This is an optimization exercise on Yosys and OpenROAD, whose aim is small area, a short achievable clock period and few clock cycles per item, not a production implementation. No run shown here included a check of the RTL's function; only the layout flow was run. Power figures rest on the tool's default switching activity, not on a simulated workload.

## flow/design.v (module list and top-level ports; edited modules follow where they fit)
// module Mult: 1283 lines
// module BoothEnc: 6 lines
// module BoothRowX: 10 lines
// module PrefixAdd: 308 lines
// module FA: 6 lines
// module HA: 6 lines
module Mult (MultStart, out_A, out_B, rst, clk, HI, LOW, EndMult);
  // ...
==> flow/flow/run.sh <==
#!/bin/bash
# The standard layout (the standard.sh: ORFS synthesis to finish), except that
# the port buffers are sky130_fd_sc_hd__buf_2 rather than the delay-cell buffer
# that buffer_ports picks by default. The make output goes to standard.log; ORFS
# keeps each step's own log under orfs/logs/.
set -uo pipefail
bash standard.sh "BUFFER_PORTS_ARGS=-buffer_cell sky130_fd_sc_hd__buf_2" finish > standard.log 2>&1
==> flow/standard.sh <==
#!/bin/bash
# synth_recipe.tcl (not shown) runs the flow's synth.tcl, then flattens the netlist and writes it again
# the make line also repeats each setting of config.mk as NAME=value (left out here)
make -C /OpenROAD-flow-scripts/flow DESIGN_CONFIG=/design/flow/config.mk WORK_HOME=/design/flow/orfs CLKGATE_MAP_FILE= SYNTH_SCRIPT=/design/flow/synth_recipe.tcl "${@:-finish}"
==> flow/config.mk <==
export PLATFORM = sky130hd
export DESIGN_NAME = Mult
export DESIGN_NICKNAME = Mult
export VERILOG_FILES = /design/flow/design.v
export SDC_FILE = /design/flow/constraint.sdc
export NUM_CORES = 4
export LEC_CHECK = 0
export CAP_MARGIN = 20
export CORE_MARGIN = 2
export CORE_UTILIZATION = 40
export CTS_BUF_LIST = sky130_fd_sc_hd__clkbuf_4 sky130_fd_sc_hd__clkbuf_8
export SETUP_SLACK_MARGIN = 1.5
export SLEW_MARGIN = 20
export SYNTH_HIERARCHICAL = 1
export SYNTH_MINIMUM_KEEP_SIZE = 0
export TNS_END_PERCENT = 20
==> flow/constraint.sdc <==
create_clock -name core_clock -period 6.5 [get_ports {clk}]
set_input_delay 1.3000 -clock core_clock [delete_from_list [all_inputs] [get_ports {clk}]]
set_output_delay 1.3000 -clock core_clock [all_outputs]
set_load 0.01 [all_outputs]
==> flow_metrics.tcl, run 1 <==
set metrics [dict create \
    status "complete, no violations" \
    regMostFlops "S" \
    cts.sinks 119 \
    path_depth 13 \
    worstSetupEndpointType "flip-flop" \
    whs_path_depth 2 \
    critPathLaunch "out_B[1]" \
    min-delay-start "rst" \
    clkbuf_count 18 \
    synthAdderAreaFrac 0.417 \
    critPathArrivalTime_ns 5.40 \
    cap_violations 0 \
    min_period_ns 4.96 \
    slew_viol_final 0 \
    grtUsageMet3 0.0646 \
    worstPathCellList "buf_2, buf_6, xnor2_1, a22oi_1, ha_1, fa_2, fa_2, fa_2, fa_2, fa_2, fa_2, fa_2, fa_1" \
    setup_ws_ns 1.54 \
    async_reset_ff_frac 0 \
    fill_cells 6088 \
    ys.flop_type "dfxtp_1" \
    cts.reportedPaths.clkPinSlew_ns 0.08 \
    wl_mm 79.9 \
    synth_top_area_share 0.348 \
    clock_power_share 0.056 \
    grt_setup_unrepaired "yes" \
    synth_edf_count 0 \
    placed_cells 3188 \
    grt_first_pass_wirelength_mm 124 \
    area_delta_synth_final_pct 6.51 \
    grt_util_all_layers 0.247 \
    htreeDepth 4 \
    clock.fmax_mhz 202 \
    p_leak_nw 9.41 \
    switching_share 0.493 \
    cpMaxStageDelayCell "fa_1" \
    power_density_mw_per_mm2 531 \
    critPathMaxFanout 31 \
    cts_root_buffer "clkbuf_8" \
    crit_path_frequent_cell "fa_2" \
    core_area_sq_mm 0.0630 \
    use_met2 0.393 \
    wl_met1_mm 32.3 \
    maxPowerGroup "combinational logic" \
    slowest_delay_ns 0.43 \
]
==> module PrefixAdd, before the edit <==
module PrefixAdd (g, p, ci, s);
	input wire [53:0] g;
	input wire [53:0] p;
	input wire ci;
	output wire [53:0] s;
	wire G1 = g[0] | (p[0] & ci);
	wire G2 = g[2] | (p[2] & g[1]);
	wire P2 = p[2] & p[1];
	wire G3 = g[4] | (p[4] & g[3]);
	wire P3 = p[4] & p[3];
	wire G4 = g[6] | (p[6] & g[5]);
	wire P4 = p[6] & p[5];
	wire G5 = g[8] | (p[8] & g[7]);
	wire P5 = p[8] & p[7];
	wire G6 = g[10] | (p[10] & g[9]);
	wire P6 = p[10] & p[9];
	wire G7 = g[12] | (p[12] & g[11]);
	wire P7 = p[12] & p[11];
	wire G8 = g[14] | (p[14] & g[13]);
	wire P8 = p[14] & p[13];
	wire G9 = g[16] | (p[16] & g[15]);
	wire P9 = p[16] & p[15];
	wire G10 = g[18] | (p[18] & g[17]);
	wire P10 = p[18] & p[17];
	wire G11 = g[20] | (p[20] & g[19]);
	wire P11 = p[20] & p[19];
	wire G12 = g[22] | (p[22] & g[21]);
	wire P12 = p[22] & p[21];
	wire G13 = g[24] | (p[24] & g[23]);
	wire P13 = p[24] & p[23];
	wire G14 = g[26] | (p[26] & g[25]);
	wire P14 = p[26] & p[25];
	wire G15 = g[28] | (p[28] & g[27]);
	wire P15 = p[28] & p[27];
	wire G16 = g[30] | (p[30] & g[29]);
	wire P16 = p[30] & p[29];
	wire G17 = g[32] | (p[32] & g[31]);
	wire P17 = p[32] & p[31];
	wire G18 = g[34] | (p[34] & g[33]);
	wire P18 = p[34] & p[33];
	wire G19 = g[36] | (p[36] & g[35]);
	wire P19 = p[36] & p[35];
	wire G20 = g[38] | (p[38] & g[37]);
	wire P20 = p[38] & p[37];
	wire G21 = g[40] | (p[40] & g[39]);
	wire P21 = p[40] & p[39];
	wire G22 = g[42] | (p[42] & g[41]);
	wire P22 = p[42] & p[41];
	wire G23 = g[44] | (p[44] & g[43]);
	wire P23 = p[44] & p[43];
	wire G24 = g[46] | (p[46] & g[45]);
	wire P24 = p[46] & p[45];
	wire G25 = g[48] | (p[48] & g[47]);
	wire P25 = p[48] & p[47];
	wire G26 = g[50] | (p[50] & g[49]);
	wire P26 = p[50] & p[49];
	wire G27 = g[52] | (p[52] & g[51]);
	wire P27 = p[52] & p[51];
	wire G28 = g[1] | (p[1] & G1);
	wire G29 = G2 | (P2 & G1);
	wire G30 = g[5] | (p[5] & G3);
	wire P30 = p[5] & P3;
	wire G31 = G4 | (P4 & G3);
	wire P31 = P4 & P3;
	wire G32 = g[9] | (p[9] & G5);
	wire P32 = p[9] & P5;
	wire G33 = G6 | (P6 & G5);
	wire P33 = P6 & P5;
	wire G34 = g[13] | (p[13] & G7);
	wire P34 = p[13] & P7;
	wire G35 = G8 | (P8 & G7);
	wire P35 = P8 & P7;
	wire G36 = g[17] | (p[17] & G9);
	wire P36 = p[17] & P9;
	wire G37 = G10 | (P10 & G9);
	wire P37 = P10 & P9;
	wire G38 = g[21] | (p[21] & G11);
	wire P38 = p[21] & P11;
	wire G39 = G12 | (P12 & G11);
	wire P39 = P12 & P11;
	wire G40 = g[25] | (p[25] & G13);
	wire P40 = p[25] & P13;
	wire G41 = G14 | (P14 & G13);
	wire P41 = P14 & P13;
	wire G42 = g[29] | (p[29] & G15);
	wire P42 = p[29] & P15;
	wire G43 = G16 | (P16 & G15);
	wire P43 = P16 & P15;
	wire G44 = g[33] | (p[33] & G17);
	wire P44 = p[33] & P17;
	wire G45 = G18 | (P18 & G17);
	wire P45 = P18 & P17;
	wire G46 = g[37] | (p[37] & G19);
	wire P46 = p[37] & P19;
	wire G47 = G20 | (P20 & G19);
	wire P47 = P20 & P19;
	wire G48 = g[41] | (p[41] & G21);
	wire P48 = p[41] & P21;
	wire G49 = G22 | (P22 & G21);
	wire P49 = P22 & P21;
	wire G50 = g[45] | (p[45] & G23);
	wire P50 = p[45] & P23;
	wire G51 = G24 | (P24 & G23);
	wire P51 = P24 & P23;
	wire G52 = g[49] | (p[49] & G25);
	wire P52 = p[49] & P25;
	wire G53 = G26 | (P26 & G25);
	wire P53 = P26 & P25;
	wire G54 = g[53] | (p[53] & G27);
	wire P54 = p[53] & P27;
	wire G55 = g[3] | (p[3] & G29);
	wire G56 = G3 | (P3 & G29);
	wire G57 = G30 | (P30 & G29);
	wire G58 = G31 | (P31 & G29);
	wire G59 = g[11] | (p[11] & G33);
	wire P59 = p[11] & P33;
	wire G60 = G7 | (P7 & G33);
	wire P60 = P7 & P33;
	wire G61 = G34 | (P34 & G33);
	wire P61 = P34 & P33;
	wire G62 = G35 | (P35 & G33);
	wire P62 = P35 & P33;
	wire G63 = g[19] | (p[19] & G37);
	wire P63 = p[19] & P37;
	wire G64 = G11 | (P11 & G37);
	wire P64 = P11 & P37;
	wire G65 = G38 | (P38 & G37);
	wire P65 = P38 & P37;
	wire G66 = G39 | (P39 & G37);
	wire P66 = P39 & P37;
	wire G67 = g[27] | (p[27] & G41);
	wire P67 = p[27] & P41;
	wire G68 = G15 | (P15 & G41);
	wire P68 = P15 & P41;
	wire G69 = G42 | (P42 & G41);
	wire P69 = P42 & P41;
	wire G70 = G43 | (P43 & G41);
	wire P70 = P43 & P41;
	wire G71 = g[35] | (p[35] & G45);
	wire P71 = p[35] & P45;
	wire G72 = G19 | (P19 & G45);
	wire P72 = P19 & P45;
	wire G73 = G46 | (P46 & G45);
	wire P73 = P46 & P45;
	wire G74 = G47 | (P47 & G45);
	wire P74 = P47 & P45;
	wire G75 = g[43] | (p[43] & G49);
	wire P75 = p[43] & P49;
	wire G76 = G23 | (P23 & G49);
	wire P76 = P23 & P49;
	wire G77 = G50 | (P50 & G49);
	wire P77 = P50 & P49;
	wire G78 = G51 | (P51 & G49);
	wire P78 = P51 & P49;
	wire G79 = g[51] | (p[51] & G53);
	wire P79 = p[51] & P53;
	wire G80 = G27 | (P27 & G53);
	wire P80 = P27 & P53;
	wire G81 = G54 | (P54 & G53);
	wire P81 = P54 & P53;
	wire G82 = g[7] | (p[7] & G58);
	wire G83 = G5 | (P5 & G58);
	wire G84 = G32 | (P32 & G58);
	wire G85 = G33 | (P33 & G58);
	wire G86 = G59 | (P59 & G58);
	wire G87 = G60 | (P60 & G58);
	wire G88 = G61 | (P61 & G58);
	wire G89 = G62 | (P62 & G58);
	wire G90 = g[23] | (p[23] & G66);
	wire P90 = p[23] & P66;
	wire G91 = G13 | (P13 & G66);
	wire P91 = P13 & P66;
	wire G92 = G40 | (P40 & G66);
	wire P92 = P40 & P66;
	wire G93 = G41 | (P41 & G66);
	wire P93 = P41 & P66;
	wire G94 = G67 | (P67 & G66);
	wire P94 = P67 & P66;
	wire G95 = G68 | (P68 & G66);
	wire P95 = P68 & P66;
	wire G96 = G69 | (P69 & G66);
	wire P96 = P69 & P66;
	wire G97 = G70 | (P70 & G66);
	wire P97 = P70 & P66;
	wire G98 = g[39] | (p[39] & G74);
	wire P98 = p[39] & P74;
	wire G99 = G21 | (P21 & G74);
	wire P99 = P21 & P74;
	wire G100 = G48 | (P48 & G74);
	wire P100 = P48 & P74;
	wire G101 = G49 | (P49 & G74);
	wire P101 = P49 & P74;
	wire G102 = G75 | (P75 & G74);
	wire P102 = P75 & P74;
	wire G103 = G76 | (P76 & G74);
	wire P103 = P76 & P74;
	wire G104 = G77 | (P77 & G74);
	wire P104 = P77 & P74;
	wire G105 = G78 | (P78 & G74);
	wire P105 = P78 & P74;
	wire G106 = g[15] | (p[15] & G89);
	wire G107 = G9 | (P9 & G89);
	wire G108 = G36 | (P36 & G89);
	wire G109 = G37 | (P37 & G89);
	wire G110 = G63 | (P63 & G89);
	wire G111 = G64 | (P64 & G89);
	wire G112 = G65 | (P65 & G89);
	wire G113 = G66 | (P66 & G89);
	wire G114 = G90 | (P90 & G89);
	wire G115 = G91 | (P91 & G89);
	wire G116 = G92 | (P92 & G89);
	wire G117 = G93 | (P93 & G89);
	wire G118 = G94 | (P94 & G89);
	wire G119 = G95 | (P95 & G89);
	wire G120 = G96 | (P96 & G89);
	wire G121 = G97 | (P97 & G89);
	wire G122 = g[47] | (p[47] & G105);
	wire P122 = p[47] & P105;
	wire G123 = G25 | (P25 & G105);
	wire P123 = P25 & P105;
	wire G124 = G52 | (P52 & G105);
	wire P124 = P52 & P105;
	wire G125 = G53 | (P53 & G105);
	wire P125 = P53 & P105;
	wire G126 = G79 | (P79 & G105);
	wire P126 = P79 & P105;
	wire G127 = G80 | (P80 & G105);
	wire P127 = P80 & P105;
	wire G128 = G81 | (P81 & G105);
	wire P128 = P81 & P105;
	wire G129 = g[31] | (p[31] & G121);
	wire G130 = G17 | (P17 & G121);
	wire G131 = G44 | (P44 & G121);
	wire G132 = G45 | (P45 & G121);
	wire G133 = G71 | (P71 & G121);
	wire G134 = G72 | (P72 & G121);
	wire G135 = G73 | (P73 & G121);
	wire G136 = G74 | (P74 & G121);
	wire G137 = G98 | (P98 & G121);
	wire G138 = G99 | (P99 & G121);
	wire G139 = G100 | (P100 & G121);
	wire G140 = G101 | (P101 & G121);
	wire G141 = G102 | (P102 & G121);
	wire G142 = G103 | (P103 & G121);
	wire G143 = G104 | (P104 & G121);
	wire G144 = G105 | (P105 & G121);
	wire G145 = G122 | (P122 & G121);
	wire G146 = G123 | (P123 & G121);
	wire G147 = G124 | (P124 & G121);
	wire G148 = G125 | (P125 & G121);
	wire G149 = G126 | (P126 & G121);
	wire G150 = G127 | (P127 & G121);
	wire G151 = G128 | (P128 & G121);
	assign s[0] = p[0] ^ ci;
	assign s[1] = p[1] ^ G1;
	assign s[2] = p[2] ^ G28;
	assign s[3] = p[3] ^ G29;
	assign s[4] = p[4] ^ G55;
	assign s[5] = p[5] ^ G56;
	assign s[6] = p[6] ^ G57;
	assign s[7] = p[7] ^ G58;
	assign s[8] = p[8] ^ G82;
	assign s[9] = p[9] ^ G83;
	assign s[10] = p[10] ^ G84;
	assign s[11] = p[11] ^ G85;
	assign s[12] = p[12] ^ G86;
	assign s[13] = p[13] ^ G87;
	assign s[14] = p[14] ^ G88;
	assign s[15] = p[15] ^ G89;
	assign s[16] = p[16] ^ G106;
	assign s[17] = p[17] ^ G107;
	assign s[18] = p[18] ^ G108;
	assign s[19] = p[19] ^ G109;
	assign s[20] = p[20] ^ G110;
	assign s[21] = p[21] ^ G111;
	assign s[22] = p[22] ^ G112;
	assign s[23] = p[23] ^ G113;
	assign s[24] = p[24] ^ G114;
	assign s[25] = p[25] ^ G115;
	assign s[26] = p[26] ^ G116;
	assign s[27] = p[27] ^ G117;
	assign s[28] = p[28] ^ G118;
	assign s[29] = p[29] ^ G119;
	assign s[30] = p[30] ^ G120;
	assign s[31] = p[31] ^ G121;
	assign s[32] = p[32] ^ G129;
	assign s[33] = p[33] ^ G130;
	assign s[34] = p[34] ^ G131;
	assign s[35] = p[35] ^ G132;
	assign s[36] = p[36] ^ G133;
	assign s[37] = p[37] ^ G134;
	assign s[38] = p[38] ^ G135;
	assign s[39] = p[39] ^ G136;
	assign s[40] = p[40] ^ G137;
	assign s[41] = p[41] ^ G138;
	assign s[42] = p[42] ^ G139;
	assign s[43] = p[43] ^ G140;
	assign s[44] = p[44] ^ G141;
	assign s[45] = p[45] ^ G142;
	assign s[46] = p[46] ^ G143;
	assign s[47] = p[47] ^ G144;
	assign s[48] = p[48] ^ G145;
	assign s[49] = p[49] ^ G146;
	assign s[50] = p[50] ^ G147;
	assign s[51] = p[51] ^ G148;
	assign s[52] = p[52] ^ G149;
	assign s[53] = p[53] ^ G150;
endmodule
==> inputs of run 2 (changes only) <==
--- a/flow/design.v
+++ b/flow/design.v
@@ -1140,3 +1140,3 @@
 	HA ha_s1029 (.a(pn15), .b(c908), .s(s1029), .co(c1030));
-	wire [9:0] lb;
+	wire [7:0] lb;
 	wire rc1031;
@@ -1157,125 +1157,125 @@
 	FA fa_rc1038 (.a(c918), .b(s919), .c(rc1037), .s(lb[7]), .co(rc1038));
-	wire rc1039;
-	FA fa_rc1039 (.a(c920), .b(s921), .c(rc1038), .s(lb[8]), .co(rc1039));
-	wire rc1040;
-	FA fa_rc1040 (.a(c922), .b(s923), .c(rc1039), .s(lb[9]), .co(rc1040));
-	reg [9:0] LB;
+	reg [7:0] LB;
 	reg CI;
-	reg [53:0] S;
-	reg [53:0] C;
+	reg [55:0] S;
+	reg [55:0] C;
 	always @(posedge clk) begin
 		LB <= lb;
-		CI <= rc1040;
-		S[0] <= c924;
-		C[0] <= s925;
-		S[1] <= c926;
-		C[1] <= s927;
-		S[2] <= c928;
-		C[2] <= s929;
-		S[3] <= c930;
-		C[3] <= s931;
-		S[4] <= c932;
-		C[4] <= s933;
-		S[5] <= c934;
-		C[5] <= s935;
-		S[6] <= c936;
-		C[6] <= s937;
-		S[7] <= c938;
-		C[7] <= s939;
-		S[8] <= c940;
-		C[8] <= s941;
-		S[9] <= c942;
-		C[9] <= s943;
-		S[10] <= c944;
-		C[10] <= s945;
-		S[11] <= c946;
-		C[11] <= s947;
-		S[12] <= c948;
-		C[12] <= s949;
-		S[13] <= c950;
-		C[13] <= s951;
-		S[14] <= c952;
-		C[14] <= s953;
-		S[15] <= c954;
-		C[15] <= s955;
-		S[16] <= c956;
-		C[16] <= s957;
-		S[17] <= c958;
-		C[17] <= s959;
-		S[18] <= c960;
-		C[18] <= s961;
-		S[19] <= c962;
-		C[19] <= s963;
-		S[20] <= c964;
-		C[20] <= s965;
-		S[21] <= c966;
-		C[21] <= s967;
-		S[22] <= c968;
-		C[22] <= s969;
-		S[23] <= c970;
-		C[23] <= s971;
-		S[24] <= c972;
-		C[24] <= s973;
-		S[25] <= c974;
-		C[25] <= s975;
-		S[26] <= c976;
-		C[26] <= s977;
-		S[27] <= c978;
-		C[27] <= s979;
-		S[28] <= c980;
-		C[28] <= s981;
-		S[29] <= c982;
-		C[29] <= s983;
-		S[30] <= c984;
-		C[30] <= s985;
-		S[31] <= c986;
-		C[31] <= s987;
-		S[32] <= c988;
-		C[32] <= s989;
-		S[33] <= c990;
-		C[33] <= s991;
-		S[34] <= c992;
-		C[34] <= s993;
-		S[35] <= c994;
-		C[35] <= s995;
-		S[36] <= c996;
-		C[36] <= s997;
-		S[37] <= c998;
-		C[37] <= s999;
-		S[38] <= c1000;
-		C[38] <= s1001;
-		S[39] <= c1002;
-		C[39] <= s1003;
-		S[40] <= c1004;
-		C[40] <= s1005;
-		S[41] <= c1006;
-		C[41] <= s1007;
-		S[42] <= c1008;
-		C[42] <= s1009;
-		S[43] <= c1010;
-		C[43] <= s1011;
-		S[44] <= c1012;
-		C[44] <= s1013;
-		S[45] <= c1014;
-		C[45] <= s1015;
-		S[46] <= c1016;
-		C[46] <= s1017;
-		S[47] <= c1018;
-		C[47] <= s1019;
-		S[48] <= c1020;
-		C[48] <= s1021;
-		S[49] <= c1022;
-		C[49] <= s1023;
-		S[50] <= c1024;
-		C[50] <= s1025;
-		S[51] <= c1026;
-		C[51] <= s1027;
-		S[52] <= c1028;
-		C[52] <= s1029;
-		S[53] <= c1030;
-		C[53] <= 1'b1;
+		CI <= rc1038;
+		S[0] <= c920;
+		C[0] <= s921;
+		S[1] <= c922;
+		C[1] <= s923;
+		S[2] <= c924;
+		C[2] <= s925;
+		S[3] <= c926;
+		C[3] <= s927;
+		S[4] <= c928;
+		C[4] <= s929;
+		S[5] <= c930;
+		C[5] <= s931;
+		S[6] <= c932;
+		C[6] <= s933;
+		S[7] <= c934;
+		C[7] <= s935;
+		S[8] <= c936;
+		C[8] <= s937;
+		S[9] <= c938;
+		C[9] <= s939;
+		S[10] <= c940;
+		C[10] <= s941;
+		S[11] <= c942;
+		C[11] <= s943;
+		S[12] <= c944;
+		C[12] <= s945;
+		S[13] <= c946;
+		C[13] <= s947;
+		S[14] <= c948;
+		C[14] <= s949;
+		S[15] <= c950;
+		C[15] <= s951;
+		S[16] <= c952;
+		C[16] <= s953;
+		S[17] <= c954;
+		C[17] <= s955;
+		S[18] <= c956;
+		C[18] <= s957;
+		S[19] <= c958;
+		C[19] <= s959;
+		S[20] <= c960;
+		C[20] <= s961;
+		S[21] <= c962;
+		C[21] <= s963;
+		S[22] <= c964;
+		C[22] <= s965;
+		S[23] <= c966;
+		C[23] <= s967;
+		S[24] <= c968;
+		C[24] <= s969;
+		S[25] <= c970;
+		C[25] <= s971;
+		S[26] <= c972;
+		C[26] <= s973;
+		S[27] <= c974;
+		C[27] <= s975;
+		S[28] <= c976;
+		C[28] <= s977;
+		S[29] <= c978;
+		C[29] <= s979;
+		S[30] <= c980;
+		C[30] <= s981;
+		S[31] <= c982;
+		C[31] <= s983;
+		S[32] <= c984;
+		C[32] <= s985;
+		S[33] <= c986;
+		C[33] <= s987;
+		S[34] <= c988;
+		C[34] <= s989;
+		S[35] <= c990;
+		C[35] <= s991;
+		S[36] <= c992;
+		C[36] <= s993;
+		S[37] <= c994;
+		C[37] <= s995;
+		S[38] <= c996;
+		C[38] <= s997;
+		S[39] <= c998;
+		C[39] <= s999;
+		S[40] <= c1000;
+		C[40] <= s1001;
+		S[41] <= c1002;
+		C[41] <= s1003;
+		S[42] <= c1004;
+		C[42] <= s1005;
+		S[43] <= c1006;
+		C[43] <= s1007;
+		S[44] <= c1008;
+		C[44] <= s1009;
+		S[45] <= c1010;
+		C[45] <= s1011;
+		S[46] <= c1012;
+		C[46] <= s1013;
+		S[47] <= c1014;
+		C[47] <= s1015;
+		S[48] <= c1016;
+		C[48] <= s1017;
+		S[49] <= c1018;
+		C[49] <= s1019;
+		S[50] <= c1020;
+		C[50] <= s1021;
+		S[51] <= c1022;
+		C[51] <= s1023;
+		S[52] <= c1024;
+		C[52] <= s1025;
+		S[53] <= c1026;
+		C[53] <= s1027;
+		S[54] <= c1028;
+		C[54] <= s1029;
+		S[55] <= c1030;
+		C[55] <= 1'b1;
 	end
-	wire [53:0] G = S & C;
-	wire [53:0] P = S ^ C;
-	wire [53:0] hs;
+	wire [55:0] G = S & C;
+	wire [55:0] P = S ^ C;
+	wire [55:0] hs;
 	PrefixAdd padd (.g(G), .p(P), .ci(CI), .s(hs));
@@ -1300,308 +1300,564 @@
 module PrefixAdd (g, p, ci, s);
-	input wire [53:0] g;
-	input wire [53:0] p;
+	input wire [55:0] g;
+	input wire [55:0] p;
 	input wire ci;
-	output wire [53:0] s;
-	wire G1 = g[0] | (p[0] & ci);
-	wire G2 = g[2] | (p[2] & g[1]);
-	wire P2 = p[2] & p[1];
-	wire G3 = g[4] | (p[4] & g[3]);
-	wire P3 = p[4] & p[3];
-	wire G4 = g[6] | (p[6] & g[5]);
-	wire P4 = p[6] & p[5];
-	wire G5 = g[8] | (p[8] & g[7]);
-	wire P5 = p[8] & p[7];
-	wire G6 = g[10] | (p[10] & g[9]);
-	wire P6 = p[10] & p[9];
-	wire G7 = g[12] | (p[12] & g[11]);
-	wire P7 = p[12] & p[11];
-	wire G8 = g[14] | (p[14] & g[13]);
-	wire P8 = p[14] & p[13];
-	wire G9 = g[16] | (p[16] & g[15]);
-	wire P9 = p[16] & p[15];
-	wire G10 = g[18] | (p[18] & g[17]);
-	wire P10 = p[18] & p[17];
-	wire G11 = g[20] | (p[20] & g[19]);
-	wire P11 = p[20] & p[19];
-	wire G12 = g[22] | (p[22] & g[21]);
-	wire P12 = p[22] & p[21];
-	wire G13 = g[24] | (p[24] & g[23]);
-	wire P13 = p[24] & p[23];
-	wire G14 = g[26] | (p[26] & g[25]);
-	wire P14 = p[26] & p[25];
-	wire G15 = g[28] | (p[28] & g[27]);
-	wire P15 = p[28] & p[27];
-	wire G16 = g[30] | (p[30] & g[29]);
-	wire P16 = p[30] & p[29];
-	wire G17 = g[32] | (p[32] & g[31]);
-	wire P17 = p[32] & p[31];
-	wire G18 = g[34] | (p[34] & g[33]);
-	wire P18 = p[34] & p[33];
-	wire G19 = g[36] | (p[36] & g[35]);
-	wire P19 = p[36] & p[35];
-	wire G20 = g[38] | (p[38] & g[37]);
-	wire P20 = p[38] & p[37];
-	wire G21 = g[40] | (p[40] & g[39]);
-	wire P21 = p[40] & p[39];
-	wire G22 = g[42] | (p[42] & g[41]);
-	wire P22 = p[42] & p[41];
-	wire G23 = g[44] | (p[44] & g[43]);
-	wire P23 = p[44] & p[43];
-	wire G24 = g[46] | (p[46] & g[45]);
-	wire P24 = p[46] & p[45];
-	wire G25 = g[48] | (p[48] & g[47]);
-	wire P25 = p[48] & p[47];
-	wire G26 = g[50] | (p[50] & g[49]);
-	wire P26 = p[50] & p[49];
-	wire G27 = g[52] | (p[52] & g[51]);
-	wire P27 = p[52] & p[51];
-	wire G28 = g[1] | (p[1] & G1);
-	wire G29 = G2 | (P2 & G1);
-	wire G30 = g[5] | (p[5] & G3);
-	wire P30 = p[5] & P3;
-	wire G31 = G4 | (P4 & G3);
-	wire P31 = P4 & P3;
-	wire G32 = g[9] | (p[9] & G5);
-	wire P32 = p[9] & P5;
-	wire G33 = G6 | (P6 & G5);
-	wire P33 = P6 & P5;
-	wire G34 = g[13] | (p[13] & G7);
-	wire P34 = p[13] & P7;
-	wire G35 = G8 | (P8 & G7);
-	wire P35 = P8 & P7;
-	wire G36 = g[17] | (p[17] & G9);
-	wire P36 = p[17] & P9;
-	wire G37 = G10 | (P10 & G9);
-	wire P37 = P10 & P9;
-	wire G38 = g[21] | (p[21] & G11);
-	wire P38 = p[21] & P11;
-	wire G39 = G12 | (P12 & G11);
-	wire P39 = P12 & P11;
-	wire G40 = g[25] | (p[25] & G13);
-	wire P40 = p[25] & P13;
-	wire G41 = G14 | (P14 & G13);
-	wire P41 = P14 & P13;
-	wire G42 = g[29] | (p[29] & G15);
-	wire P42 = p[29] & P15;
-	wire G43 = G16 | (P16 & G15);
-	wire P43 = P16 & P15;
-	wire G44 = g[33] | (p[33] & G17);
-	wire P44 = p[33] & P17;
-	wire G45 = G18 | (P18 & G17);
-	wire P45 = P18 & P17;
-	wire G46 = g[37] | (p[37] & G19);
-	wire P46 = p[37] & P19;
-	wire G47 = G20 | (P20 & G19);
-	wire P47 = P20 & P19;
-	wire G48 = g[41] | (p[41] & G21);
-	wire P48 = p[41] & P21;
-	wire G49 = G22 | (P22 & G21);
-	wire P49 = P22 & P21;
-	wire G50 = g[45] | (p[45] & G23);
-	wire P50 = p[45] & P23;
-	wire G51 = G24 | (P24 & G23);
-	wire P51 = P24 & P23;
-	wire G52 = g[49] | (p[49] & G25);
-	wire P52 = p[49] & P25;
-	wire G53 = G26 | (P26 & G25);
-	wire P53 = P26 & P25;
-	wire G54 = g[53] | (p[53] & G27);
-	wire P54 = p[53] & P27;
-	wire G55 = g[3] | (p[3] & G29);
-	wire G56 = G3 | (P3 & G29);
-	wire G57 = G30 | (P30 & G29);
-	wire G58 = G31 | (P31 & G29);
-	wire G59 = g[11] | (p[11] & G33);
-	wire P59 = p[11] & P33;
-	wire G60 = G7 | (P7 & G33);
-	wire P60 = P7 & P33;
-	wire G61 = G34 | (P34 & G33);
-	wire P61 = P34 & P33;
-	wire G62 = G35 | (P35 & G33);
-	wire P62 = P35 & P33;
-	wire G63 = g[19] | (p[19] & G37);
-	wire P63 = p[19] & P37;
-	wire G64 = G11 | (P11 & G37);
-	wire P64 = P11 & P37;
-	wire G65 = G38 | (P38 & G37);
-	wire P65 = P38 & P37;
-	wire G66 = G39 | (P39 & G37);
-	wire P66 = P39 & P37;
-	wire G67 = g[27] | (p[27] & G41);
-	wire P67 = p[27] & P41;
-	wire G68 = G15 | (P15 & G41);
-	wire P68 = P15 & P41;
-	wire G69 = G42 | (P42 & G41);
-	wire P69 = P42 & P41;
-	wire G70 = G43 | (P43 & G41);
-	wire P70 = P43 & P41;
-	wire G71 = g[35] | (p[35] & G45);
-	wire P71 = p[35] & P45;
-	wire G72 = G19 | (P19 & G45);
-	wire P72 = P19 & P45;
-	wire G73 = G46 | (P46 & G45);
-	wire P73 = P46 & P45;
-	wire G74 = G47 | (P47 & G45);
-	wire P74 = P47 & P45;
-	wire G75 = g[43] | (p[43] & G49);
-	wire P75 = p[43] & P49;
-	wire G76 = G23 | (P23 & G49);
-	wire P76 = P23 & P49;
-	wire G77 = G50 | (P50 & G49);
-	wire P77 = P50 & P49;
-	wire G78 = G51 | (P51 & G49);
-	wire P78 = P51 & P49;
-	wire G79 = g[51] | (p[51] & G53);
-	wire P79 = p[51] & P53;
-	wire G80 = G27 | (P27 & G53);
-	wire P80 = P27 & P53;
-	wire G81 = G54 | (P54 & G53);
-	wire P81 = P54 & P53;
-	wire G82 = g[7] | (p[7] & G58);
-	wire G83 = G5 | (P5 & G58);
-	wire G84 = G32 | (P32 & G58);
-	wire G85 = G33 | (P33 & G58);
-	wire G86 = G59 | (P59 & G58);
-	wire G87 = G60 | (P60 & G58);
-	wire G88 = G61 | (P61 & G58);
-	wire G89 = G62 | (P62 & G58);
-	wire G90 = g[23] | (p[23] & G66);
-	wire P90 = p[23] & P66;
-	wire G91 = G13 | (P13 & G66);
-	wire P91 = P13 & P66;
-	wire G92 = G40 | (P40 & G66);
-	wire P92 = P40 & P66;
-	wire G93 = G41 | (P41 & G66);
-	wire P93 = P41 & P66;
-	wire G94 = G67 | (P67 & G66);
-	wire P94 = P67 & P66;
-	wire G95 = G68 | (P68 & G66);
-	wire P95 = P68 & P66;
-	wire G96 = G69 | (P69 & G66);
-	wire P96 = P69 & P66;
-	wire G97 = G70 | (P70 & G66);
-	wire P97 = P70 & P66;
-	wire G98 = g[39] | (p[39] & G74);
-	wire P98 = p[39] & P74;
-	wire G99 = G21 | (P21 & G74);
-	wire P99 = P21 & P74;
-	wire G100 = G48 | (P48 & G74);
-	wire P100 = P48 & P74;
-	wire G101 = G49 | (P49 & G74);
-	wire P101 = P49 & P74;
-	wire G102 = G75 | (P75 & G74);
-	wire P102 = P75 & P74;
-	wire G103 = G76 | (P76 & G74);
-	wire P103 = P76 & P74;
-	wire G104 = G77 | (P77 & G74);
-	wire P104 = P77 & P74;
-	wire G105 = G78 | (P78 & G74);
-	wire P105 = P78 & P74;
-	wire G106 = g[15] | (p[15] & G89);
-	wire G107 = G9 | (P9 & G89);
-	wire G108 = G36 | (P36 & G89);
-	wire G109 = G37 | (P37 & G89);
-	wire G110 = G63 | (P63 & G89);
-	wire G111 = G64 | (P64 & G89);
-	wire G112 = G65 | (P65 & G89);
-	wire G113 = G66 | (P66 & G89);
-	wire G114 = G90 | (P90 & G89);
-	wire G115 = G91 | (P91 & G89);
-	wire G116 = G92 | (P92 & G89);
-	wire G117 = G93 | (P93 & G89);
-	wire G118 = G94 | (P94 & G89);
-	wire G119 = G95 | (P95 & G89);
-	wire G120 = G96 | (P96 & G89);
-	wire G121 = G97 | (P97 & G89);
-	wire G122 = g[47] | (p[47] & G105);
-	wire P122 = p[47] & P105;
-	wire G123 = G25 | (P25 & G105);
-	wire P123 = P25 & P105;
-	wire G124 = G52 | (P52 & G105);
-	wire P124 = P52 & P105;
-	wire G125 = G53 | (P53 & G105);
-	wire P125 = P53 & P105;
-	wire G126 = G79 | (P79 & G105);
-	wire P126 = P79 & P105;
-	wire G127 = G80 | (P80 & G105);
-	wire P127 = P80 & P105;
-	wire G128 = G81 | (P81 & G105);
-	wire P128 = P81 & P105;
-	wire G129 = g[31] | (p[31] & G121);
-	wire G130 = G17 | (P17 & G121);
-	wire G131 = G44 | (P44 & G121);
-	wire G132 = G45 | (P45 & G121);
-	wire G133 = G71 | (P71 & G121);
-	wire G134 = G72 | (P72 & G121);
-	wire G135 = G73 | (P73 & G121);
-	wire G136 = G74 | (P74 & G121);
-	wire G137 = G98 | (P98 & G121);
-	wire G138 = G99 | (P99 & G121);
-	wire G139 = G100 | (P100 & G121);
-	wire G140 = G101 | (P101 & G121);
-	wire G141 = G102 | (P102 & G121);
-	wire G142 = G103 | (P103 & G121);
-	wire G143 = G104 | (P104 & G121);
-	wire G144 = G105 | (P105 & G121);
-	wire G145 = G122 | (P122 & G121);
-	wire G146 = G123 | (P123 & G121);
-	wire G147 = G124 | (P124 & G121);
-	wire G148 = G125 | (P125 & G121);
-	wire G149 = G126 | (P126 & G121);
-	wire G150 = G127 | (P127 & G121);
-	wire G151 = G128 | (P128 & G121);
+	output wire [55:0] s;
+	wire G1 = g[55] | (p[55] & g[54]);
+	wire P1 = p[55] & p[54];
+	wire G2 = g[54] | (p[54] & g[53]);
+	wire P2 = p[54] & p[53];
+	wire G3 = g[53] | (p[53] & g[52]);
+	wire P3 = p[53] & p[52];
+	wire G4 = g[52] | (p[52] & g[51]);
+	wire P4 = p[52] & p[51];
+	wire G5 = g[51] | (p[51] & g[50]);
+	wire P5 = p[51] & p[50];
+	wire G6 = g[50] | (p[50] & g[49]);
+	wire P6 = p[50] & p[49];
+	wire G7 = g[49] | (p[49] & g[48]);
+	wire P7 = p[49] & p[48];
+	wire G8 = g[48] | (p[48] & g[47]);
+	wire P8 = p[48] & p[47];
+	wire G9 = g[47] | (p[47] & g[46]);
+	wire P9 = p[47] & p[46];
+	wire G10 = g[46] | (p[46] & g[45]);
+	wire P10 = p[46] & p[45];
+	wire G11 = g[45] | (p[45] & g[44]);
+	wire P11 = p[45] & p[44];
+	wire G12 = g[44] | (p[44] & g[43]);
+	wire P12 = p[44] & p[43];
+	wire G13 = g[43] | (p[43] & g[42]);
+	wire P13 = p[43] & p[42];
+	wire G14 = g[42] | (p[42] & g[41]);
+	wire P14 = p[42] & p[41];
+	wire G15 = g[41] | (p[41] & g[40]);
+	wire P15 = p[41] & p[40];
+	wire G16 = g[40] | (p[40] & g[39]);
+	wire P16 = p[40] & p[39];
+	wire G17 = g[39] | (p[39] & g[38]);
+	wire P17 = p[39] & p[38];
+	wire G18 = g[38] | (p[38] & g[37]);
+	wire P18 = p[38] & p[37];
+	wire G19 = g[37] | (p[37] & g[36]);
+	wire P19 = p[37] & p[36];
+	wire G20 = g[36] | (p[36] & g[35]);
+	wire P20 = p[36] & p[35];
+	wire G21 = g[35] | (p[35] & g[34]);
+	wire P21 = p[35] & p[34];
+	wire G22 = g[34] | (p[34] & g[33]);
+	wire P22 = p[34] & p[33];
+	wire G23 = g[33] | (p[33] & g[32]);
+	wire P23 = p[33] & p[32];
+	wire G24 = g[32] | (p[32] & g[31]);
+	wire P24 = p[32] & p[31];
+	wire G25 = g[31] | (p[31] & g[30]);
+	wire P25 = p[31] & p[30];
+	wire G26 = g[30] | (p[30] & g[29]);
+	wire P26 = p[30] & p[29];
+	wire G27 = g[29] | (p[29] & g[28]);
+	wire P27 = p[29] & p[28];
+	wire G28 = g[28] | (p[28] & g[27]);
+	wire P28 = p[28] & p[27];
+	wire G29 = g[27] | (p[27] & g[26]);
+	wire P29 = p[27] & p[26];
+	wire G30 = g[26] | (p[26] & g[25]);
+	wire P30 = p[26] & p[25];
+	wire G31 = g[25] | (p[25] & g[24]);
+	wire P31 = p[25] & p[24];
+	wire G32 = g[24] | (p[24] & g[23]);
+	wire P32 = p[24] & p[23];
+	wire G33 = g[23] | (p[23] & g[22]);
+	wire P33 = p[23] & p[22];
+	wire G34 = g[22] | (p[22] & g[21]);
+	wire P34 = p[22] & p[21];
+	wire G35 = g[21] | (p[21] & g[20]);
+	wire P35 = p[21] & p[20];
+	wire G36 = g[20] | (p[20] & g[19]);
+	wire P36 = p[20] & p[19];
+	wire G37 = g[19] | (p[19] & g[18]);
+	wire P37 = p[19] & p[18];
+	wire G38 = g[18] | (p[18] & g[17]);
+	wire P38 = p[18] & p[17];
+	wire G39 = g[17] | (p[17] & g[16]);
+	wire P39 = p[17] & p[16];
+	wire G40 = g[16] | (p[16] & g[15]);
+	wire P40 = p[16] & p[15];
+	wire G41 = g[15] | (p[15] & g[14]);
+	wire P41 = p[15] & p[14];
+	wire G42 = g[14] | (p[14] & g[13]);
+	wire P42 = p[14] & p[13];
+	wire G43 = g[13] | (p[13] & g[12]);
+	wire P43 = p[13] & p[12];
+	wire G44 = g[12] | (p[12] & g[11]);
+	wire P44 = p[12] & p[11];
+	wire G45 = g[11] | (p[11] & g[10]);
+	wire P45 = p[11] & p[10];
+	wire G46 = g[10] | (p[10] & g[9]);
+	wire P46 = p[10] & p[9];
+	wire G47 = g[9] | (p[9] & g[8]);
+	wire P47 = p[9] & p[8];
+	wire G48 = g[8] | (p[8] & g[7]);
+	wire P48 = p[8] & p[7];
+	wire G49 = g[7] | (p[7] & g[6]);
+	wire P49 = p[7] & p[6];
+	wire G50 = g[6] | (p[6] & g[5]);
+	wire P50 = p[6] & p[5];
+	wire G51 = g[5] | (p[5] & g[4]);
+	wire P51 = p[5] & p[4];
+	wire G52 = g[4] | (p[4] & g[3]);
+	wire P52 = p[4] & p[3];
+	wire G53 = g[3] | (p[3] & g[2]);
+	wire P53 = p[3] & p[2];
+	wire G54 = g[2] | (p[2] & g[1]);
+	wire P54 = p[2] & p[1];
+	wire G55 = g[1] | (p[1] & g[0]);
+	wire P55 = p[1] & p[0];
+	wire G56 = g[0] | (p[0] & ci);
+	wire G57 = G1 | (P1 & G3);
+	wire P57 = P1 & P3;
+	wire G58 = G2 | (P2 & G4);
+	wire P58 = P2 & P4;
+	wire G59 = G3 | (P3 & G5);
+	wire P59 = P3 & P5;
+	wire G60 = G4 | (P4 & G6);
+	wire P60 = P4 & P6;
+	wire G61 = G5 | (P5 & G7);
+	wire P61 = P5 & P7;
+	wire G62 = G6 | (P6 & G8);
+	wire P62 = P6 & P8;
+	wire G63 = G7 | (P7 & G9);
+	wire P63 = P7 & P9;
+	wire G64 = G8 | (P8 & G10);
+	wire P64 = P8 & P10;
+	wire G65 = G9 | (P9 & G11);
+	wire P65 = P9 & P11;
+	wire G66 = G10 | (P10 & G12);
+	wire P66 = P10 & P12;
+	wire G67 = G11 | (P11 & G13);
+	wire P67 = P11 & P13;
+	wire G68 = G12 | (P12 & G14);
+	wire P68 = P12 & P14;
+	wire G69 = G13 | (P13 & G15);
+	wire P69 = P13 & P15;
+	wire G70 = G14 | (P14 & G16);
+	wire P70 = P14 & P16;
+	wire G71 = G15 | (P15 & G17);
+	wire P71 = P15 & P17;
+	wire G72 = G16 | (P16 & G18);
+	wire P72 = P16 & P18;
+	wire G73 = G17 | (P17 & G19);
+	wire P73 = P17 & P19;
+	wire G74 = G18 | (P18 & G20);
+	wire P74 = P18 & P20;
+	wire G75 = G19 | (P19 & G21);
+	wire P75 = P19 & P21;
+	wire G76 = G20 | (P20 & G22);
+	wire P76 = P20 & P22;
+	wire G77 = G21 | (P21 & G23);
+	wire P77 = P21 & P23;
+	wire G78 = G22 | (P22 & G24);
+	wire P78 = P22 & P24;
+	wire G79 = G23 | (P23 & G25);
+	wire P79 = P23 & P25;
+	wire G80 = G24 | (P24 & G26);
+	wire P80 = P24 & P26;
+	wire G81 = G25 | (P25 & G27);
+	wire P81 = P25 & P27;
+	wire G82 = G26 | (P26 & G28);
+	wire P82 = P26 & P28;
+	wire G83 = G27 | (P27 & G29);
+	wire P83 = P27 & P29;
+	wire G84 = G28 | (P28 & G30);
+	wire P84 = P28 & P30;
+	wire G85 = G29 | (P29 & G31);
+	wire P85 = P29 & P31;
+	wire G86 = G30 | (P30 & G32);
+	wire P86 = P30 & P32;
+	wire G87 = G31 | (P31 & G33);
+	wire P87 = P31 & P33;
+	wire G88 = G32 | (P32 & G34);
+	wire P88 = P32 & P34;
+	wire G89 = G33 | (P33 & G35);
+	wire P89 = P33 & P35;
+	wire G90 = G34 | (P34 & G36);
+	wire P90 = P34 & P36;
+	wire G91 = G35 | (P35 & G37);
+	wire P91 = P35 & P37;
+	wire G92 = G36 | (P36 & G38);
+	wire P92 = P36 & P38;
+	wire G93 = G37 | (P37 & G39);
+	wire P93 = P37 & P39;
+	wire G94 = G38 | (P38 & G40);
+	wire P94 = P38 & P40;
+	wire G95 = G39 | (P39 & G41);
+	wire P95 = P39 & P41;
+	wire G96 = G40 | (P40 & G42);
+	wire P96 = P40 & P42;
+	wire G97 = G41 | (P41 & G43);
+	wire P97 = P41 & P43;
+	wire G98 = G42 | (P42 & G44);
+	wire P98 = P42 & P44;
+	wire G99 = G43 | (P43 & G45);
+	wire P99 = P43 & P45;
+	wire G100 = G44 | (P44 & G46);
+	wire P100 = P44 & P46;
+	wire G101 = G45 | (P45 & G47);
+	wire P101 = P45 & P47;
+	wire G102 = G46 | (P46 & G48);
+	wire P102 = P46 & P48;
+	wire G103 = G47 | (P47 & G49);
+	wire P103 = P47 & P49;
+	wire G104 = G48 | (P48 & G50);
+	wire P104 = P48 & P50;
+	wire G105 = G49 | (P49 & G51);
+	wire P105 = P49 & P51;
+	wire G106 = G50 | (P50 & G52);
+	wire P106 = P50 & P52;
+	wire G107 = G51 | (P51 & G53);
+	wire P107 = P51 & P53;
+	wire G108 = G52 | (P52 & G54);
+	wire P108 = P52 & P54;
+	wire G109 = G53 | (P53 & G55);
+	wire P109 = P53 & P55;
+	wire G110 = G54 | (P54 & G56);
+	wire G111 = G55 | (P55 & ci);
+	wire G112 = G57 | (P57 & G61);
+	wire P112 = P57 & P61;
+	wire G113 = G58 | (P58 & G62);
+	wire P113 = P58 & P62;
+	wire G114 = G59 | (P59 & G63);
+	wire P114 = P59 & P63;
+	wire G115 = G60 | (P60 & G64);
+	wire P115 = P60 & P64;
+	wire G116 = G61 | (P61 & G65);
+	wire P116 = P61 & P65;
+	wire G117 = G62 | (P62 & G66);
+	wire P117 = P62 & P66;
+	wire G118 = G63 | (P63 & G67);
+	wire P118 = P63 & P67;
+	wire G119 = G64 | (P64 & G68);
+	wire P119 = P64 & P68;
+	wire G120 = G65 | (P65 & G69);
+	wire P120 = P65 & P69;
+	wire G121 = G66 | (P66 & G70);
+	wire P121 = P66 & P70;
+	wire G122 = G67 | (P67 & G71);
+	wire P122 = P67 & P71;
+	wire G123 = G68 | (P68 & G72);
+	wire P123 = P68 & P72;
+	wire G124 = G69 | (P69 & G73);
+	wire P124 = P69 & P73;
+	wire G125 = G70 | (P70 & G74);
+	wire P125 = P70 & P74;
+	wire G126 = G71 | (P71 & G75);
+	wire P126 = P71 & P75;
+	wire G127 = G72 | (P72 & G76);
+	wire P127 = P72 & P76;
+	wire G128 = G73 | (P73 & G77);
+	wire P128 = P73 & P77;
+	wire G129 = G74 | (P74 & G78);
+	wire P129 = P74 & P78;
+	wire G130 = G75 | (P75 & G79);
+	wire P130 = P75 & P79;
+	wire G131 = G76 | (P76 & G80);
+	wire P131 = P76 & P80;
+	wire G132 = G77 | (P77 & G81);
+	wire P132 = P77 & P81;
+	wire G133 = G78 | (P78 & G82);
+	wire P133 = P78 & P82;
+	wire G134 = G79 | (P79 & G83);
+	wire P134 = P79 & P83;
+	wire G135 = G80 | (P80 & G84);
+	wire P135 = P80 & P84;
+	wire G136 = G81 | (P81 & G85);
+	wire P136 = P81 & P85;
+	wire G137 = G82 | (P82 & G86);
+	wire P137 = P82 & P86;
+	wire G138 = G83 | (P83 & G87);
+	wire P138 = P83 & P87;
+	wire G139 = G84 | (P84 & G88);
+	wire P139 = P84 & P88;
+	wire G140 = G85 | (P85 & G89);
+	wire P140 = P85 & P89;
+	wire G141 = G86 | (P86 & G90);
+	wire P141 = P86 & P90;
+	wire G142 = G87 | (P87 & G91);
+	wire P142 = P87 & P91;
+	wire G143 = G88 | (P88 & G92);
+	wire P143 = P88 & P92;
+	wire G144 = G89 | (P89 & G93);
+	wire P144 = P89 & P93;
+	wire G145 = G90 | (P90 & G94);
+	wire P145 = P90 & P94;
+	wire G146 = G91 | (P91 & G95);
+	wire P146 = P91 & P95;
+	wire G147 = G92 | (P92 & G96);
+	wire P147 = P92 & P96;
+	wire G148 = G93 | (P93 & G97);
+	wire P148 = P93 & P97;
+	wire G149 = G94 | (P94 & G98);
+	wire P149 = P94 & P98;
+	wire G150 = G95 | (P95 & G99);
+	wire P150 = P95 & P99;
+	wire G151 = G96 | (P96 & G100);
+	wire P151 = P96 & P100;
+	wire G152 = G97 | (P97 & G101);
+	wire P152 = P97 & P101;
+	wire G153 = G98 | (P98 & G102);
+	wire P153 = P98 & P102;
+	wire G154 = G99 | (P99 & G103);
+	wire P154 = P99 & P103;
+	wire G155 = G100 | (P100 & G104);
+	wire P155 = P100 & P104;
+	wire G156 = G101 | (P101 & G105);
+	wire P156 = P101 & P105;
+	wire G157 = G102 | (P102 & G106);
+	wire P157 = P102 & P106;
+	wire G158 = G103 | (P103 & G107);
+	wire P158 = P103 & P107;
+	wire G159 = G104 | (P104 & G108);
+	wire P159 = P104 & P108;
+	wire G160 = G105 | (P105 & G109);
+	wire P160 = P105 & P109;
+	wire G161 = G106 | (P106 & G110);
+	wire G162 = G107 | (P107 & G111);
+	wire G163 = G108 | (P108 & G56);
+	wire G164 = G109 | (P109 & ci);
+	wire G165 = G112 | (P112 & G120);
+	wire P165 = P112 & P120;
+	wire G166 = G113 | (P113 & G121);
+	wire P166 = P113 & P121;
+	wire G167 = G114 | (P114 & G122);
+	wire P167 = P114 & P122;
+	wire G168 = G115 | (P115 & G123);
+	wire P168 = P115 & P123;
+	wire G169 = G116 | (P116 & G124);
+	wire P169 = P116 & P124;
+	wire G170 = G117 | (P117 & G125);
+	wire P170 = P117 & P125;
+	wire G171 = G118 | (P118 & G126);
+	wire P171 = P118 & P126;
+	wire G172 = G119 | (P119 & G127);
+	wire P172 = P119 & P127;
+	wire G173 = G120 | (P120 & G128);
+	wire P173 = P120 & P128;
+	wire G174 = G121 | (P121 & G129);
+	wire P174 = P121 & P129;
+	wire G175 = G122 | (P122 & G130);
+	wire P175 = P122 & P130;
+	wire G176 = G123 | (P123 & G131);
+	wire P176 = P123 & P131;
+	wire G177 = G124 | (P124 & G132);
+	wire P177 = P124 & P132;
+	wire G178 = G125 | (P125 & G133);
+	wire P178 = P125 & P133;
+	wire G179 = G126 | (P126 & G134);
+	wire P179 = P126 & P134;
+	wire G180 = G127 | (P127 & G135);
+	wire P180 = P127 & P135;
+	wire G181 = G128 | (P128 & G136);
+	wire P181 = P128 & P136;
+	wire G182 = G129 | (P129 & G137);
+	wire P182 = P129 & P137;
+	wire G183 = G130 | (P130 & G138);
+	wire P183 = P130 & P138;
+	wire G184 = G131 | (P131 & G139);
+	wire P184 = P131 & P139;
+	wire G185 = G132 | (P132 & G140);
+	wire P185 = P132 & P140;
+	wire G186 = G133 | (P133 & G141);
+	wire P186 = P133 & P141;
+	wire G187 = G134 | (P134 & G142);
+	wire P187 = P134 & P142;
+	wire G188 = G135 | (P135 & G143);
+	wire P188 = P135 & P143;
+	wire G189 = G136 | (P136 & G144);
+	wire P189 = P136 & P144;
+	wire G190 = G137 | (P137 & G145);
+	wire P190 = P137 & P145;
+	wire G191 = G138 | (P138 & G146);
+	wire P191 = P138 & P146;
+	wire G192 = G139 | (P139 & G147);
+	wire P192 = P139 & P147;
+	wire G193 = G140 | (P140 & G148);
+	wire P193 = P140 & P148;
+	wire G194 = G141 | (P141 & G149);
+	wire P194 = P141 & P149;
+	wire G195 = G142 | (P142 & G150);
+	wire P195 = P142 & P150;
+	wire G196 = G143 | (P143 & G151);
+	wire P196 = P143 & P151;
+	wire G197 = G144 | (P144 & G152);
+	wire P197 = P144 & P152;
+	wire G198 = G145 | (P145 & G153);
+	wire P198 = P145 & P153;
+	wire G199 = G146 | (P146 & G154);
+	wire P199 = P146 & P154;
+	wire G200 = G147 | (P147 & G155);
+	wire P200 = P147 & P155;
+	wire G201 = G148 | (P148 & G156);
+	wire P201 = P148 & P156;
+	wire G202 = G149 | (P149 & G157);
+	wire P202 = P149 & P157;
+	wire G203 = G150 | (P150 & G158);
+	wire P203 = P150 & P158;
+	wire G204 = G151 | (P151 & G159);
+	wire P204 = P151 & P159;
+	wire G205 = G152 | (P152 & G160);
+	wire P205 = P152 & P160;
+	wire G206 = G153 | (P153 & G161);
+	wire G207 = G154 | (P154 & G162);
+	wire G208 = G155 | (P155 & G163);
+	wire G209 = G156 | (P156 & G164);
+	wire G210 = G157 | (P157 & G110);
+	wire G211 = G158 | (P158 & G111);
+	wire G212 = G159 | (P159 & G56);
+	wire G213 = G160 | (P160 & ci);
+	wire G214 = G165 | (P165 & G181);
+	wire P214 = P165 & P181;
+	wire G215 = G166 | (P166 & G182);
+	wire P215 = P166 & P182;
+	wire G216 = G167 | (P167 & G183);
+	wire P216 = P167 & P183;
+	wire G217 = G168 | (P168 & G184);
+	wire P217 = P168 & P184;
+	wire G218 = G169 | (P169 & G185);
+	wire P218 = P169 & P185;
+	wire G219 = G170 | (P170 & G186);
+	wire P219 = P170 & P186;
+	wire G220 = G171 | (P171 & G187);
+	wire P220 = P171 & P187;
+	wire G221 = G172 | (P172 & G188);
+	wire P221 = P172 & P188;
+	wire G222 = G173 | (P173 & G189);
+	wire P222 = P173 & P189;
+	wire G223 = G174 | (P174 & G190);
+	wire P223 = P174 & P190;
+	wire G224 = G175 | (P175 & G191);
+	wire P224 = P175 & P191;
+	wire G225 = G176 | (P176 & G192);
+	wire P225 = P176 & P192;
+	wire G226 = G177 | (P177 & G193);
+	wire P226 = P177 & P193;
+	wire G227 = G178 | (P178 & G194);
+	wire P227 = P178 & P194;
+	wire G228 = G179 | (P179 & G195);
+	wire P228 = P179 & P195;
+	wire G229 = G180 | (P180 & G196);
+	wire P229 = P180 & P196;
+	wire G230 = G181 | (P181 & G197);
+	wire P230 = P181 & P197;
+	wire G231 = G182 | (P182 & G198);
+	wire P231 = P182 & P198;
+	wire G232 = G183 | (P183 & G199);
+	wire P232 = P183 & P199;
+	wire G233 = G184 | (P184 & G200);
+	wire P233 = P184 & P200;
+	wire G234 = G185 | (P185 & G201);
+	wire P234 = P185 & P201;
+	wire G235 = G186 | (P186 & G202);
+	wire P235 = P186 & P202;
+	wire G236 = G187 | (P187 & G203);
+	wire P236 = P187 & P203;
+	wire G237 = G188 | (P188 & G204);
+	wire P237 = P188 & P204;
+	wire G238 = G189 | (P189 & G205);
+	wire P238 = P189 & P205;
+	wire G239 = G190 | (P190 & G206);
+	wire G240 = G191 | (P191 & G207);
+	wire G241 = G192 | (P192 & G208);
+	wire G242 = G193 | (P193 & G209);
+	wire G243 = G194 | (P194 & G210);
+	wire G244 = G195 | (P195 & G211);
+	wire G245 = G196 | (P196 & G212);
+	wire G246 = G197 | (P197 & G213);
+	wire G247 = G198 | (P198 & G161);
+	wire G248 = G199 | (P199 & G162);
+	wire G249 = G200 | (P200 & G163);
+	wire G250 = G201 | (P201 & G164);
+	wire G251 = G202 | (P202 & G110);
+	wire G252 = G203 | (P203 & G111);
+	wire G253 = G204 | (P204 & G56);
+	wire G254 = G205 | (P205 & ci);
+	wire G255 = G214 | (P214 & G246);
+	wire G256 = G215 | (P215 & G247);
+	wire G257 = G216 | (P216 & G248);
+	wire G258 = G217 | (P217 & G249);
+	wire G259 = G218 | (P218 & G250);
+	wire G260 = G219 | (P219 & G251);
+	wire G261 = G220 | (P220 & G252);
+	wire G262 = G221 | (P221 & G253);
+	wire G263 = G222 | (P222 & G254);
+	wire G264 = G223 | (P223 & G206);
+	wire G265 = G224 | (P224 & G207);
+	wire G266 = G225 | (P225 & G208);
+	wire G267 = G226 | (P226 & G209);
+	wire G268 = G227 | (P227 & G210);
+	wire G269 = G228 | (P228 & G211);
+	wire G270 = G229 | (P229 & G212);
+	wire G271 = G230 | (P230 & G213);
+	wire G272 = G231 | (P231 & G161);
+	wire G273 = G232 | (P232 & G162);
+	wire G274 = G233 | (P233 & G163);
+	wire G275 = G234 | (P234 & G164);
+	wire G276 = G235 | (P235 & G110);
+	wire G277 = G236 | (P236 & G111);
+	wire G278 = G237 | (P237 & G56);
+	wire G279 = G238 | (P238 & ci);
 	assign s[0] = p[0] ^ ci;
-	assign s[1] = p[1] ^ G1;
-	assign s[2] = p[2] ^ G28;
-	assign s[3] = p[3] ^ G29;
-	assign s[4] = p[4] ^ G55;
-	assign s[5] = p[5] ^ G56;
-	assign s[6] = p[6] ^ G57;
-	assign s[7] = p[7] ^ G58;
-	assign s[8] = p[8] ^ G82;
-	assign s[9] = p[9] ^ G83;
-	assign s[10] = p[10] ^ G84;
-	assign s[11] = p[11] ^ G85;
-	assign s[12] = p[12] ^ G86;
-	assign s[13] = p[13] ^ G87;
-	assign s[14] = p[14] ^ G88;
-	assign s[15] = p[15] ^ G89;
-	assign s[16] = p[16] ^ G106;
-	assign s[17] = p[17] ^ G107;
-	assign s[18] = p[18] ^ G108;
-	assign s[19] = p[19] ^ G109;
-	assign s[20] = p[20] ^ G110;
-	assign s[21] = p[21] ^ G111;
-	assign s[22] = p[22] ^ G112;
-	assign s[23] = p[23] ^ G113;
-	assign s[24] = p[24] ^ G114;
-	assign s[25] = p[25] ^ G115;
-	assign s[26] = p[26] ^ G116;
-	assign s[27] = p[27] ^ G117;
-	assign s[28] = p[28] ^ G118;
-	assign s[29] = p[29] ^ G119;
-	assign s[30] = p[30] ^ G120;
-	assign s[31] = p[31] ^ G121;
-	assign s[32] = p[32] ^ G129;
-	assign s[33] = p[33] ^ G130;
-	assign s[34] = p[34] ^ G131;
-	assign s[35] = p[35] ^ G132;
-	assign s[36] = p[36] ^ G133;
-	assign s[37] = p[37] ^ G134;
-	assign s[38] = p[38] ^ G135;
-	assign s[39] = p[39] ^ G136;
-	assign s[40] = p[40] ^ G137;
-	assign s[41] = p[41] ^ G138;
-	assign s[42] = p[42] ^ G139;
-	assign s[43] = p[43] ^ G140;
-	assign s[44] = p[44] ^ G141;
-	assign s[45] = p[45] ^ G142;
-	assign s[46] = p[46] ^ G143;
-	assign s[47] = p[47] ^ G144;
-	assign s[48] = p[48] ^ G145;
-	assign s[49] = p[49] ^ G146;
-	assign s[50] = p[50] ^ G147;
-	assign s[51] = p[51] ^ G148;
-	assign s[52] = p[52] ^ G149;
-	assign s[53] = p[53] ^ G150;
+	assign s[1] = p[1] ^ G56;
+	assign s[2] = p[2] ^ G111;
+	assign s[3] = p[3] ^ G110;
+	assign s[4] = p[4] ^ G164;
+	assign s[5] = p[5] ^ G163;
+	assign s[6] = p[6] ^ G162;
+	assign s[7] = p[7] ^ G161;
+	assign s[8] = p[8] ^ G213;
+	assign s[9] = p[9] ^ G212;
+	assign s[10] = p[10] ^ G211;
+	assign s[11] = p[11] ^ G210;
+	assign s[12] = p[12] ^ G209;
+	assign s[13] = p[13] ^ G208;
+	assign s[14] = p[14] ^ G207;
+	assign s[15] = p[15] ^ G206;
+	assign s[16] = p[16] ^ G254;
+	assign s[17] = p[17] ^ G253;
+	assign s[18] = p[18] ^ G252;
+	assign s[19] = p[19] ^ G251;
+	assign s[20] = p[20] ^ G250;
+	assign s[21] = p[21] ^ G249;
+	assign s[22] = p[22] ^ G248;
+	assign s[23] = p[23] ^ G247;
+	assign s[24] = p[24] ^ G246;
+	assign s[25] = p[25] ^ G245;
+	assign s[26] = p[26] ^ G244;
+	assign s[27] = p[27] ^ G243;
+	assign s[28] = p[28] ^ G242;
+	assign s[29] = p[29] ^ G241;
+	assign s[30] = p[30] ^ G240;
+	assign s[31] = p[31] ^ G239;
+	assign s[32] = p[32] ^ G279;
+	assign s[33] = p[33] ^ G278;
+	assign s[34] = p[34] ^ G277;
+	assign s[35] = p[35] ^ G276;
+	assign s[36] = p[36] ^ G275;
+	assign s[37] = p[37] ^ G274;
+	assign s[38] = p[38] ^ G273;
+	assign s[39] = p[39] ^ G272;
+	assign s[40] = p[40] ^ G271;
+	assign s[41] = p[41] ^ G270;
+	assign s[42] = p[42] ^ G269;
+	assign s[43] = p[43] ^ G268;
+	assign s[44] = p[44] ^ G267;
+	assign s[45] = p[45] ^ G266;
+	assign s[46] = p[46] ^ G265;
+	assign s[47] = p[47] ^ G264;
+	assign s[48] = p[48] ^ G263;
+	assign s[49] = p[49] ^ G262;
+	assign s[50] = p[50] ^ G261;
+	assign s[51] = p[51] ^ G260;
+	assign s[52] = p[52] ^ G259;
+	assign s[53] = p[53] ^ G258;
+	assign s[54] = p[54] ^ G257;
+	assign s[55] = p[55] ^ G256;
 endmodule
==> flow/flow/run.sh (replaced) <==
#!/bin/bash
# The standard layout (the standard.sh: ORFS synthesis to finish), except that
# the port buffers are sky130_fd_sc_hd__buf_4 rather than the delay-cell buffer
# that buffer_ports picks by default. The make output goes to standard.log; ORFS
# keeps each step's own log under orfs/logs/.
set -uo pipefail
bash standard.sh "BUFFER_PORTS_ARGS=-buffer_cell sky130_fd_sc_hd__buf_4" finish > standard.log 2>&1
--- a/flow/config.mk
+++ b/flow/config.mk
@@ -10,3 +10,2 @@
 export CORE_UTILIZATION = 40
-export CTS_BUF_LIST = sky130_fd_sc_hd__clkbuf_4 sky130_fd_sc_hd__clkbuf_8
 export SETUP_SLACK_MARGIN = 1.5
@@ -15,2 +14 @@
 export SYNTH_MINIMUM_KEEP_SIZE = 0
-export TNS_END_PERCENT = 20
==> flow_metrics.tcl, run 2 <==
set metrics [dict create \
    status "complete, no violations" \
    die_area_sq_mm 0.0681 \
    finalInstanceArea_sq_mm 0.0287 \
    die_y_um 261 \
    htreeDepth 4 \
    vias 20600 \
    switching_share 0.499 \
    finalCritPeriodShare 0.766 \
    hp-class "input pin to flip-flop" \
    async_reset_ff_frac 0 \
    fill_cells 6278 \
    tightestPinTransition_ns 0.850 \
    firstDrtPassIters 7 \
    fin_util 0.437 \
    whs_endpoint "EndMult" \
    yosys-top-cells-area "fa_1, xnor2_1, a22oi_1" \
    area_delta_synth_final_pct 8.44 \
    setup-violations-final 0 \
    layout-drive-gt1-share 0.128 \
    worstPathCellList "ha_4, ha_4, o211ai_1, a21oi_2, and4bb_4, o21ai_4, a311o_2, a2111oi_4, nor3_2, a2111o_1, nand3_2, buf_6" \
    hold_ws_ns 0.961 \
    start_kind "flip-flop" \
    path_class "flip-flop to output port" \
    io_buffers 131 \
    wl_mm 85.3 \
    vias_per_cell 6.04 \
    use_met2 0.418 \
    busiest_layer "met2" \
    cts_buffer_depth 2 \
    min_period_ns 4.98 \
    slowest_delay_ns 0.47 \
    ir_drop_mv 0.328 \
    setup_ws_ns 1.52 \
    avgSynthCellArea_sq_um 10.7 \
    synth_seq_area_share 0.0917 \
    rows 94 \
    intPower_mw 8.39 \
    tns_ns 0 \
    p_seq_frac 0.096 \
    p_sw_mw 8.36 \
    cts.sinks 121 \
    pwr-share-comb 0.849 \
    grtUsageMet3 0.0470 \
    p_leak_nw 10.1 \
    yosysMostFrequentCell "xnor2_1" \
    gp_congestion 0.916 \
    synth_top_area_share 0.333 \
    cpMaxStageDelayCell "a311o_2" \
    core_area_sq_mm 0.0656 \
    maxSlewHeadroom 0.429 \
    cap_violations 0 \
    synth_top_area_cell "fa_1" \
    largestRegisters "S (56), C (55), LB (8)" \
    grt_util_all_layers 0.255 \
    cts_tree "done" \
    cts.reportedPaths.clkPinSlew_ns 0.06 \
    crit_path_frequent_cell "ha_4" \
    ioPinCount 132 \
    synth_cells 2481 \
    cts_root_buffer "clkbuf_16" \
    regMostFlops "S" \
    whs_path_depth 2 \
    mostFrequentLayoutCells "xnor2_1, a22oi_1, fa_1" \
    hold_viol 0 \
    dieWidth_um 261 \
    ys_ff_latch 121 \
    grt_overflow 0 \
    numCtsBuffers 17 \
    ys.flop_type "dfxtp_1" \
    required_ns 5.20 \
    slew_viol_final 0 \
    synthDistinctLibCells 60 \
    start_util 0.403 \
    final_common_cell "xnor2_1" \
    ys_warn_count 7 \
    grt_antenna_before_repair 0 \
    cts_hold_buf 0 \
    min-delay-start "rst" \
    critPathArrivalTime_ns 3.68 \
    met1_usage 0.336 \
    critPathMaxFanout 3 \
    finalNetCount 3187 \
    grt_first_pass_wirelength_mm 131 \
    grt_setup_unrepaired "yes" \
    grt_pass1_vias 21500 \
    wl_per_cell_um 25.0 \
    synth_edf_count 0 \
    worstSetupEndpointType "output port" \
    clock.fmax_mhz 201 \
    clock_power_share 0.056 \
    dr.first_iter.drc_count 2183 \
    power_density_mw_per_mm2 584 \
    place_worst_setup_slack_ns 0.688 \
    ys_top_cells_by_count "xnor2_1, a22oi_1, fa_1" \
    dp_hpwl_mm 68.7 \
    grt_max_degree 41 \
    syn-cell-area_sq_mm 0.0264 \
    antenna_left 0 \
    placed_cell_area_sq_mm 0.0275 \
    largest_reg_flops 56 \
    drc 0 \
]
[run 2: cell count changes after synthesis, sizes merged, moves of 4 or more]
cell    before  now
nor3         5   14
clkbuf      80   98
nand2       24   47
a21o         6   36
nor2        54   67
nand4        5   17
a21oi       51   85
a311oi       0    4
o21a         1    7
o31ai        0    4
nor2b       17   22
o21ai       27   57
xnor2      525  531
[run 2: timing repair]
item | 4_1_cts | 5_1_grt
pin swaps | 14 | 23
endpoints found under the setup margin | 55 | 50
resized for setup | 37 | 48
gates cloned | 0 | 1
setup buffers | 8 | 11
[run 2: critical path, delay by kind of cell, from the launching register on]
family	cells	cell delay [ns]
simple gates	3	0.60
flops	1	0.33
buf+inv	1	0.10
compound gates	6	1.76
fa+ha+maj	2	0.40
[run 2: how the worst max path moves through the flow]
stage               startpoint      to  slack, ns  depth (start not counted)
floorplan             out_B[3]   C[25]       1.59                         10
global placement     out_B[13]   C[26]       0.76                         10
detailed placement   out_B[13]   C[28]       0.69                         10
CTS                       S[0]  HI[31]       1.32                         12
global route              C[0]  HI[31]       1.41                         12
finish                    C[0]  HI[31]       1.52                         12
[run 2: power by group through the flow]
stage                     Combinational (mW)  Sequential (mW)  Clock, mW
final                                   14.2             1.60      0.930
after global routing                    16.0             1.63      0.993
after CTS                               14.1             1.60      0.963
after detailed placement                13.9             1.61          0
after global placement                  13.6             1.61          0
after floorplan                         9.21             1.54          0
[run 2: final cells by class]
cell class	count	area [sq um]	share of cell area
Clock buffer	21	470	0.0164
Multi-Input combinational cell	2149	22700	0.791
Clock inverter	11	86.3	0.00301
Tap cell	864	1080	0.0377
Inverter	31	116	0.00406
Sequential cell	121	2420	0.0846
Timing Repair Buffer	221	1810	0.0630
Antenna cell	1	2.50	0.0000873
[run 2: cells by family (layout without fill, tap and decap cells)]
family,count (synthesis),in the layout,share of synthesized area
buf+inv,229,284,0.0683
other cells,2,20,0.000284
flops,121,121,0.0917
simple gates,225,225,0.0426
xor+xnor,580,580,0.192
compound gates,745,746,0.206
fa+ha+maj,579,579,0.399
[run 2: metal layers]
metal  share of wire  up-vias
met1            0.42    10500
li1                -     8947
met5               0        -
met3           0.077      181
met4           0.036        0
met2            0.47     1053
[run 2: through the flow]
stage	instances	total power [mW]
after floorplan	2498	10.8
after global placement	3366	15.2
after detailed placement	3366	15.5
after CTS	3406	16.7
after global routing	3418	18.6
final	3419	16.7
[run 2: modules after synthesis, one instance, submodules excluded]
| module | flops+latches | times used | cells inside | cell area, sq um |
|---|---|---|---|---|
| Mult | 121 | 1 | 196 | 3250 |
| PrefixAdd | 0 | 1 | 434 | 2620 |
| FA | 0 | 440 | 1 | 20.0 |
| HA | 0 | 83 | 1 | 12.5 |
| BoothRowX | 0 | 16 | 79 | 638 |
| BoothEnc | 0 | 16 | 4 | 31.3 |

## afterwards: timing with drivers on the ports
The flow's constraints put no driver on any port. The routed layouts listed below were extracted and timed again, unchanged, in two steps.
Step 1 sets driving cells, clkbuf_16 on the clock port and buf_2 on the other inputs (assumed; they add their load-dependent delay and slew).
Step 2 times the ports against the registers' clock, not the clock port: input delays grow and output delays shrink by t, the midpoint of the rising clock arrivals with the driver on.
a / b / c = ideal ports / drivers / drivers and shift; a / b = the first two.
run | t (ns) | setup WS [ns] | clock arrival spread, ns | worst data-port slew with drivers (ns)
run 1 | 0.629 | 1.540 / 1.513 / 0.927 | 0.026 / 0.027 | 0.14
run 2 | 0.546 | 1.518 / 1.454 / 1.021 | 0.014 / 0.015 | 0.07
After both steps every run listed still meets setup and hold. The setup slack of run 1, which loses most, moves by -0.027 ns with the drivers and by -0.613 ns with both steps.
